This design comes from an exercise in tuning for small area on the open sky130 flow, not from production work. In this exercise RTL edits were held to simulation tests only and were not proved equivalent to the original. The clock port is modelled as an ideal driver, which makes a skipped or thinned clock tree look cheaper than it is; a real chip needs a root buffer or a tree. Power and IR drop assume default switching activity.

## calc_func_top
module calc_func_top(
    input clk,
    input rst,
    input [15:0] sw,
    input btnC,
    input btnU,
    input btnD,
    input btnR,
    input btnL,
    output [3:0] an,
    output [6:0] seg,
    output dp,
    output [15:0] led
    );
export LEC_CHECK = 0
export CAP_MARGIN = 0
export CORE_MARGIN = 2
export CORE_UTILIZATION = 60
export GPL_TIMING_DRIVEN = 0
export SLEW_MARGIN = 0
create_clock -name core_clock -period 35.0 [get_ports {clk}]
standard.sh (not shown) runs the stock make flow with config.mk's settings and CLKGATE_MAP_FILE= SYNTH_SCRIPT=/design/flow/synth_recipe.tcl, a recipe that flattens the netlist after the stock synthesis.
==> flow/flow/run.sh <==
#!/bin/bash
# Layout flow: the standard flow (standard.sh) with these changes.
#  - Synthesis: synth_recipe.tcl with Yosys's internal "abc -fast" skipped
#    (synth -noabc), so extract_fa sees the adder cells as the RTL writes
#    them, and the final abc run using flow/abc_area.script, an area-only
#    mapping (the clock period leaves ample slack). Register inference and
#    flip-flop mapping are unchanged.
#  - Port buffers are buf_1 cells; synthesis buffers are removed at floorplan;
#    one tie cell per constant value.
#  - Clock tree: after clock_tree_synthesis, flow/clock_tree.tcl rebuilds it
#    as four clkbuf_16 buffers driven by the clock port, each driving a
#    quarter of the flip-flops grouped by location.
# The flow's output goes to standard_flow.log; ORFS also keeps its per-step
# logs under orfs/logs.
set -euo pipefail
export CLK_LEAVES=4 CLK_ROWS=2 CLK_LEAF_CELL=sky130_fd_sc_hd__clkbuf_16
work=$PWD
{
  sed '1s/yosys synth -nofsm -noshare /yosys synth -nofsm -noshare -noabc /' synth_recipe.tcl | head -1
  cat <<TCL
proc abc {args} {
  set i [lsearch -exact \$args -script]
  if { \$i >= 0 } { lset args [expr {\$i + 1}] $work/flow/abc_area.script }
  yosys abc {*}\$args
}
TCL
  tail -n +2 synth_recipe.tcl
} > custom_synth.tcl
grep -q -- '-noabc' custom_synth.tcl
bash standard.sh "SYNTH_SCRIPT=$work/custom_synth.tcl" \
  "BUFFER_PORTS_ARGS=-buffer_cell sky130_fd_sc_hd__buf_1" REMOVE_ABC_BUFFERS=1 \
  SKIP_REPAIR_TIE_FANOUT=1 \
  "CTS_ARGS=-sink_clustering_enable -repair_clock_nets -dont_use_dummy_load -buf_list sky130_fd_sc_hd__clkbuf_4" \
  "POST_CTS_TCL=$work/flow/clock_tree.tcl" \
  finish > standard_flow.log 2>&1
==> flow/flow/abc_area.script <==
strash
dc2
dch -f
amap
topo
dnsize -c
Other scripts of this flow, unchanged in this note and not shown: flow/flow/clock_tree.tcl
The baseline produced a clean layout.
Rerun with:
==> flow/flow/run.sh (replaced) <==
#!/bin/bash
# Layout flow: the standard flow (standard.sh) with these changes.
#  - Synthesis: synth_recipe.tcl with Yosys's internal "abc -fast" skipped
#    (synth -noabc), so extract_fa sees the adder cells as the RTL writes
#    them, and the final abc run using flow/abc_area.script (the ORFS speed
#    script with delay relaxed and without the buffering and upsizing steps).
#    Register inference and mapping are unchanged.
#  - Port buffers are buf_1 cells; synthesis buffers are removed at floorplan.
#  - Clock tree built from clkbuf_4 cells, without dummy loads.
# Each tool's output goes to standard_flow.log; ORFS also keeps its per-step
# logs under orfs/logs.
set -euo pipefail
export CLK_LEAVES=4 CLK_ROWS=2 CLK_LEAF_CELL=sky130_fd_sc_hd__clkbuf_16
work=$PWD
{
  sed '1s/yosys synth -nofsm -noshare /yosys synth -nofsm -noshare -noabc /' synth_recipe.tcl | head -1
  cat <<TCL
proc abc {args} {
  set i [lsearch -exact \$args -script]
  if { \$i >= 0 } { lset args [expr {\$i + 1}] $work/flow/abc_area.script }
  yosys abc {*}\$args
}
TCL
  tail -n +2 synth_recipe.tcl
} > custom_synth.tcl
grep -q -- '-noabc' custom_synth.tcl
bash standard.sh "SYNTH_SCRIPT=$work/custom_synth.tcl" \
  "BUFFER_PORTS_ARGS=-buffer_cell sky130_fd_sc_hd__buf_1" REMOVE_ABC_BUFFERS=1 \
  "CTS_ARGS=-sink_clustering_enable -repair_clock_nets -dont_use_dummy_load -buf_list sky130_fd_sc_hd__clkbuf_4" \
  "POST_CTS_TCL=$work/flow/clock_tree.tcl" SKIP_REPAIR_TIE_FANOUT=1 \
  finish > standard_flow.log 2>&1
==> flow/flow/abc_area.script (replaced) <==
&get -n
&st
&dch
&nf -R 1000
&st
&syn2
&if -g -K 6
&synch2
&nf -R 1000
&st
&syn2
&if -g -K 6
&synch2
&nf -R 1000
&st
&syn2
&if -g -K 6
&synch2
&nf -R 1000
&st
&syn2
&if -g -K 6
&synch2
&nf -R 1000
&st
&syn2
&if -g -K 6
&synch2
&nf -R 1000
&put
topo
stime -c
dnsize -c
Setup slack improves by 0.12 ns.
Worst hold slack barely changes.
Final area grows by 4.5%.
No run of this note takes its clock network from TritonCTS; it comes from the design's own scripts or RTL.

Another version of the RTL of calc_func_top (not shown whole).
For scale: ~620 cells after synthesis, roughly 7900 um2 of cells after synthesis.
Design calc_func_top, start of the top module:
module calc_func_top(
    input clk,
    input rst,
    input [15:0] sw,
    input btnC,
    input btnU,
    input btnD,
    input btnR,
    input btnL,
    output [3:0] an,
    output [6:0] seg,
    output dp,
    output [15:0] led
    );
clock: 35.0 ns
lec_check: 0
cap_margin: 0
core_margin: 2
core_utilization: 60
gpl_timing_driven: 0
slew_margin: 0
==> flow/flow/run.sh <==
#!/bin/bash
# Layout flow: the standard flow (standard.sh) with these changes.
#  - Synthesis: synth_recipe.tcl with Yosys's internal "abc -fast" skipped
#    (synth -noabc), so extract_fa sees the adder cells as the RTL writes
#    them, and the final abc run using flow/abc_area.script (the ORFS speed
#    script with delay relaxed and without the buffering and upsizing steps).
#    Register inference and mapping are unchanged.
#  - Port buffers are buf_1 cells; synthesis buffers are removed at floorplan.
#  - Clock tree built from clkbuf_4 cells, without dummy loads.
# Each tool's output goes to standard_flow.log; ORFS also keeps its per-step
# logs under orfs/logs.
set -euo pipefail
work=$PWD
{
  sed '1s/yosys synth -nofsm -noshare /yosys synth -nofsm -noshare -noabc /' synth_recipe.tcl | head -1
  cat <<TCL
proc abc {args} {
  set i [lsearch -exact \$args -script]
  if { \$i >= 0 } { lset args [expr {\$i + 1}] $work/flow/abc_area.script }
  yosys abc {*}\$args
}
TCL
  tail -n +2 synth_recipe.tcl
} > custom_synth.tcl
grep -q -- '-noabc' custom_synth.tcl
bash standard.sh "SYNTH_SCRIPT=$work/custom_synth.tcl" \
  "BUFFER_PORTS_ARGS=-buffer_cell sky130_fd_sc_hd__buf_1" REMOVE_ABC_BUFFERS=1 \
  "CTS_ARGS=-sink_clustering_enable -repair_clock_nets -dont_use_dummy_load -buf_list sky130_fd_sc_hd__clkbuf_4" \
  finish > standard_flow.log 2>&1
==> flow/flow/abc_area.script <==
&get -n
&st
&dch
&nf -R 1000
&st
&syn2
&if -g -K 6
&synch2
&nf -R 1000
&st
&syn2
&if -g -K 6
&synch2
&nf -R 1000
&st
&syn2
&if -g -K 6
&synch2
&nf -R 1000
&st
&syn2
&if -g -K 6
&synch2
&nf -R 1000
&st
&syn2
&if -g -K 6
&synch2
&nf -R 1000
&put
topo
stime -c
dnsize -c
Then changed:
--- a/flow/config.mk
+++ b/flow/config.mk
@@ -8 +8 @@
-export CAP_MARGIN = 0
+export CAP_MARGIN = 20
@@ -10,3 +10,2 @@
-export CORE_UTILIZATION = 60
-export GPL_TIMING_DRIVEN = 0
-export SLEW_MARGIN = 0
+export CORE_UTILIZATION = 40
+export SLEW_MARGIN = 20
Effect: Clock skew barely changes; utilization is lower by 22 points; synthesized area does not change; clock power is higher slightly.
Then changed:
--- a/flow/config.mk
+++ b/flow/config.mk
@@ -8 +8 @@
-export CAP_MARGIN = 20
+export CAP_MARGIN = 0
@@ -10,2 +10,3 @@
-export CORE_UTILIZATION = 40
-export SLEW_MARGIN = 20
+export CORE_UTILIZATION = 75
+export GPL_TIMING_DRIVEN = 0
+export SLEW_MARGIN = 0
Sequential share of layout area went up by 1.2 points.
Global-route usage rose by 13 points.
Sequential cell count is unchanged.
Final cell count goes down by 15%.
Then changed:
--- a/flow/config.mk
+++ b/flow/config.mk
@@ -8 +8 @@
-export CAP_MARGIN = 0
+export CAP_MARGIN = 20
@@ -10 +10,2 @@
-export CORE_UTILIZATION = 75
+export CORE_UTILIZATION = 60
+export GPL_ROUTABILITY_DRIVEN = 0
@@ -12 +13 @@
-export SLEW_MARGIN = 0
+export SLEW_MARGIN = 20
Global-route usage drops by 6.2 points.
Routed wire length is about the same.
Total power climbs by 0.52%.
Critical path depth climbs by 1.
Design area climbs by 1.1%.

-- port drivers added, routing unchanged --
No port has a modelled driver above. Below, the same layouts with a new extraction and two added sets of constraints. Step 1, drivers: a clkbuf_16 drives clk and a buf_2 each remaining input, both assumed. Step 2 moves the port delays by t, midway between the first and last clock arrival at a register: inputs arrive t later, outputs are due t later. That takes back most of the time a late clock gives input paths. Slacks: ideal / step 1 / step 2; pairs: ideal / step 1.
run | t, ns | setup WS [ns] | clock arrival spread, ns | worst register clock-pin slew, ns | worst slew at a driven data input, ns
the first run of note 1 | 0.245 | 11.266 / 11.320 / 11.075 | 0.015 / 0.015 | 0.11 / 0.11 | 0.03
the second run of note 1 | 0.244 | 11.386 / 11.442 / 11.197 | 0.013 / 0.013 | 0.11 / 0.11 | 0.04
the first run of note 2 | 0.508 | 11.243 / 11.241 / 10.734 | 0.038 / 0.039 | 0.10 / 0.10 | 0.04
the second run of note 2 | 0.543 | 12.158 / 12.164 / 11.621 | 0.036 / 0.036 | 0.11 / 0.11 | 0.03
the third run of note 2 | 0.502 | 11.542 / 11.543 / 11.041 | 0.044 / 0.044 | 0.11 / 0.11 | 0.03
the fourth run of note 2 | 0.501 | 11.583 / 11.581 / 11.080 | 0.031 / 0.032 | 0.10 / 0.10 | 0.04
After both steps every run listed still meets setup and hold. The setup slack of the second run of note 2, which loses most, moves by +0.006 ns with the drivers and by -0.537 ns with both steps.
